This design comes from an exercise in tuning for small area and a short achievable clock period on the open sky130 flow, not from production work.
Only simulation tests tie the RTL to the original design; equivalence was not proved.
Power is estimated from default activity; no workload was simulated.

// framer_o
module framer_o(
    input mclk,  
    input wclk,
    input [23:0] chan1,
    input [23:0] chan2,
    input [23:0] chan3,
    input [23:0] chan4,
    input [23:0] chan5,
    input [23:0] chan6,
    input [23:0] chan7,
    input [23:0] chan8,
    input [3:0] user,
    output reg adat
);
Size: ~210 cells after synthesis, roughly 21 flip-flops, roughly 200 I/O pins, about 0.0018 sq mm of cells after synthesis.
clock: 6.0 ns
lec_check: 0
cap_margin: 20
core_margin: 2
core_utilization: 40
place_density: 0.6
setup_slack_margin: 4.1
slew_margin: 20
synth_hierarchical: 1
standard.sh (not shown) runs the stock make flow with config.mk's settings and CLKGATE_MAP_FILE= SYNTH_SCRIPT=/design/flow/synth_recipe.tcl, a recipe that flattens the netlist after the stock synthesis.
==> flow/flow/run.sh <==
#!/bin/bash
# The standard layout, with plain buf_1 cells as the port buffers and
# each channel's input pins kept together (flow/io.tcl)
set -euo pipefail
bash standard.sh "BUFFER_PORTS_ARGS=-buffer_cell sky130_fd_sc_hd__buf_1" \
  "IO_CONSTRAINTS=$PWD/flow/io.tcl" \
  finish > standard_flow.log 2>&1
==> flow/flow/io.tcl <==
# Keep the three input pins that each AOI222 of the selection logic reads
# together, in bit order.
for {set c 1} {$c <= 8} {incr c} {
  for {set g 0} {$g < 8} {incr g} {
    set names {}
    for {set i [expr {3 * $g}]} {$i < [expr {3 * $g + 3}]} {incr i} {
      lappend names "chan${c}\[$i\]"
    }
    set_io_pin_constraint -group -order -pin_names $names
  }
}
The starting point completed without violations.
Rerun with:
==> flow/flow/run.sh (replaced) <==
#!/bin/bash
# The standard layout, with plain buf_1 cells as the port buffers
set -euo pipefail
bash standard.sh "BUFFER_PORTS_ARGS=-buffer_cell sky130_fd_sc_hd__buf_1" finish > standard_flow.log 2>&1
Settings changed: PLACE_DENSITY 0.6 to 0.75.
removed: flow/flow/io.tcl
The new run finished with timing, DRC and antenna clean.
Sequential cell count is unchanged.
Total power rose slightly.
Design area barely changes.
Worst hold slack gets worse by 16 ps.
Routed wire length rose by a few percent.
Clock skew stays flat.
Die area does not change.
Sequential share of layout area stays flat.
Global-route usage rose by 2.3 points.
Final cell count is unchanged.
Combinational power is about the same.
Rerun with:
==> flow/flow/run.sh (replaced) <==
#!/bin/bash
# The standard layout, with plain buf_1 cells as the port buffers, each
# group of 12 channel input pins kept together (flow/io.tcl) and no dummy
# loads in the clock tree
set -euo pipefail
bash standard.sh "BUFFER_PORTS_ARGS=-buffer_cell sky130_fd_sc_hd__buf_1" \
  "IO_CONSTRAINTS=$PWD/flow/io.tcl" \
  "CTS_ARGS=-sink_clustering_enable -repair_clock_nets -dont_use_dummy_load" \
  finish > standard_flow.log 2>&1
==> flow/flow/io.tcl (new file) <==
# Keep each group of 12 input pins that one NAND4 of the selection logic
# collects together, in bit order.
for {set c 1} {$c <= 8} {incr c} {
  for {set g 0} {$g < 2} {incr g} {
    set names {}
    for {set i [expr {12 * $g}]} {$i < [expr {12 * $g + 12}]} {incr i} {
      lappend names "chan${c}\[$i\]"
    }
    set_io_pin_constraint -group -order -pin_names $names
  }
}
Settings changed: PLACE_DENSITY 0.75 to 0.6.
Result:
- The changed run completed with no timing, DRC or antenna violations
- die area stays the same
- via count goes down by 3.8%
- total power goes down by about 3%

---

== v43 ==
framer_o again, from the RTL that the note above started with.
export LEC_CHECK = 0
export CAP_MARGIN = 20
export CORE_MARGIN = 2
export CORE_UTILIZATION = 40
export PLACE_DENSITY = 0.6
export SETUP_SLACK_MARGIN = 4.25
export SLEW_MARGIN = 20
export SYNTH_HIERARCHICAL = 1
create_clock -name core_clock -period 6.0 [get_ports {mclk}]
==> flow/flow/run.sh <==
#!/bin/bash
# The standard layout, with plain buf_1 cells as the port buffers
set -euo pipefail
bash standard.sh "BUFFER_PORTS_ARGS=-buffer_cell sky130_fd_sc_hd__buf_1" finish > standard_flow.log 2>&1
Setup changes, v43 to v45
Settings: PLACE_DENSITY: 0.6 -> 0.5; SETUP_SLACK_MARGIN: 4.25 -> 4.1.
## What came out
Height of the chip delta (v45 -> v43): insignificant. There was hardly any difference in final cell count without fillers between v45 and v43. Delta (v45 minus v43): final cell area excluding filler cells went down 1.2%; met1 layer usage reported by global route up 4.3 points; post-detailed-routing wire length shows an increase of about 6.5%; final cell utilization of the core dropped 0.74 points; non-clock buffer count dropped 0.50%. Looking at setup slack on the worst flop-to-flop path, v45 sits 0.03 ns below v43.
diff inputs: v45 => v30
Settings: changing PLACE_DENSITY from 0.5 to 0.6.
==> flow/flow/run.sh <==
#!/bin/bash
# The standard layout, with plain buf_1 cells as the port buffers and
# each channel's input pins kept together (flow/io.tcl)
set -euo pipefail
bash standard.sh "BUFFER_PORTS_ARGS=-buffer_cell sky130_fd_sc_hd__buf_1" \
  "IO_CONSTRAINTS=$PWD/flow/io.tcl" \
  finish > standard_flow.log 2>&1
==> flow/flow/io.tcl (new file) <==
# Keep each channel's input pins together, in bit order, so that each
# channel's selection logic can sit next to its pins.
for {set c 1} {$c <= 8} {incr c} {
  set names {}
  for {set i 0} {$i < 24} {incr i} {
    lappend names "chan${c}\[$i\]"
  }
  set_io_pin_constraint -group -order -pin_names $names
}
[summary]
Going from v45 to v30, post-layout total power went up 8.5%, internal power of the cells shows an increase of 3.1%, fmax climbed 4.8 MHz. HPWL after detailed placement (lower): v30. A classification of the worst setup path of primary input to register is what v45 shows, while register to output pin belongs to v30.
## Diff of input files: v20 against v30
Settings: swapping 4.1 for 3.95 in SETUP_SLACK_MARGIN.
==> comparison <==
Global-route wire length before repair: v20 vs v30 down 5.0%. Count of cells along the worst hold path in v20 is 1 lower than in v30. Against v30, v20 reports a routed wire length that is lower. v30 has a higher maximum clock frequency than v20. v20 and v30 ended up with nearly the same final-report setup violation count. v30 → v20: number of buffers inserted by post-CTS setup repair went down 1, clock skew held.
diff inputs: v20 => v12
Settings: CORE_UTILIZATION now 44, was 40; SETUP_SLACK_MARGIN now 4.1, was 3.95; PLACE_DENSITY now 0.65, was 0.6.
==> flow/flow/run.sh <==
#!/bin/bash
# The standard layout, with plain buf_1 cells as the port buffers
set -euo pipefail
bash standard.sh "BUFFER_PORTS_ARGS=-buffer_cell sky130_fd_sc_hd__buf_1" finish > standard_flow.log 2>&1
removed: flow/flow/io.tcl
[summary]
On worst setup margin, the lower figure sits with v12, not v20.
Relative to v20, post-layout total power has gone down in v12.
v12 vs v20, worst slew margin relative to its limit went up by 11 points.
Going from v20 to v12, the share of the clock period used by the worst path was found to have gone up by 1.7 points.
Overall routed net length: v12 and v20 compared, lower one is v12
Per the comparison of v12 with v20, via-per-instance ratio decreased by 3.4% relative to the old numbers; area growth from synthesis to layout decreased by 1.4 points relative to the old numbers; proportion of power drawn by the clock network saw a decrease.
v12 ends up with lower maximum frequency than v20 does.
Against v20, v12 comes in 2.5 points lower on met3 layer usage reported by global route.
Compared with v20, v12 degrades total internal power.
Relative to v12, the following input files were edited for v14:
Settings: PLACE_DENSITY changed from 0.65 to 0.6; CORE_UTILIZATION changed from 44 to 40.
==> flow/flow/run.sh <==
#!/bin/bash
# The standard layout, with plain buf_1 cells as the port buffers and
# each channel's input pins kept together (flow/io.tcl)
set -euo pipefail
bash standard.sh "BUFFER_PORTS_ARGS=-buffer_cell sky130_fd_sc_hd__buf_1" \
  "IO_CONSTRAINTS=$PWD/flow/io.tcl" \
  finish > standard_flow.log 2>&1
==> flow/flow/io.tcl (new file) <==
# Keep each group of 12 input pins that one NAND4 of the selection logic
# collects together, in bit order.
for {set c 1} {$c <= 8} {incr c} {
  for {set g 0} {$g < 2} {incr g} {
    set names {}
    for {set i [expr {12 * $g}]} {$i < [expr {12 * $g + 12}]} {incr i} {
      lappend names "chan${c}\[$i\]"
    }
    set_io_pin_constraint -group -order -pin_names $names
  }
}
## What came out
- For CTS clock-pin slew for the worst setup and hold paths, v14 and v12 come out practically identical.
- Area overhead of the layout relative to synthesis, v14 and v12: higher on v14
- Post-route total power: v12 vs v14 — no meaningful difference
- Diff v12..v14 | post-placement cell area | negligible
- As far as total count of max-transition violations in the final report goes, v14 and v12 are indistinguishable; the numbers are identical.
- Taking v12 as the reference, in v14 mean routed wirelength per cell shrank by 6.8%, power per unit of standard cell area shrank by 1.5%, highest net fanout along the worst path grew by 1.
- Of v14 and v12, it is v14 that has the lower cell depth of the worst setup path.

separate check: timing with driven ports:
In the flow no input, the clock included, has a driving cell. The finished layouts below were timed again as built, in two steps. Step 1, drivers: a clkbuf_16 drives mclk and a buf_2 each remaining input, both assumed. Step 2 moves the port delays by t, midway between the first and last clock arrival at a register: inputs arrive t later, outputs are due t later. That takes back most of the time a late clock gives input paths. Slacks: ideal ports / drivers / drivers and shift; pairs: ideal ports / drivers.
run | t (ns) | setup WS [ns] | hold WS [ns] | latest minus earliest clock arrival (ns) | worst register clock-pin slew, ns
the first run of note 1 | 0.285 | 3.951 / 3.946 / 3.661 | 0.543 / 0.543 / 0.543 | 0.002 / 0.002 | 0.07 / 0.07
the second run of note 1 | 0.293 | 4.024 / 4.031 / 3.738 | 0.527 / 0.527 / 0.527 | 0.002 / 0.002 | 0.08 / 0.08
the third run of note 1 | 0.279 | 4.104 / 4.081 / 3.831 | 0.442 / 0.442 / 0.442 | 0.005 / 0.005 | 0.07 / 0.07
v43 | 0.287 | 4.045 / 4.050 / 3.763 | 0.525 / 0.525 / 0.525 | 0.004 / 0.004 | 0.08 / 0.08
v45 | 0.287 | 4.067 / 4.062 / 3.786 | 0.441 / 0.441 / 0.441 | 0.005 / 0.005 | 0.08 / 0.08
v30 | 0.299 | 4.084 / 4.059 / 3.929 | 0.531 / 0.531 / 0.531 | 0.003 / 0.004 | 0.09 / 0.09
v20 | 0.304 | 4.014 / 3.985 / 3.892 | 0.464 / 0.464 / 0.464 | 0.005 / 0.005 | 0.09 / 0.09
v12 | 0.284 | 3.912 / 3.915 / 3.631 | 0.524 / 0.524 / 0.524 | 0.005 / 0.004 | 0.08 / 0.08
v14 | 0.277 | 4.107 / 4.082 / 3.849 | 0.524 / 0.524 / 0.524 | 0.004 / 0.004 | 0.07 / 0.07
After both steps every run listed still meets setup and hold. The setup slack of the first run of note 1, which loses most, moves by -0.005 ns with the drivers and by -0.290 ns with both steps.
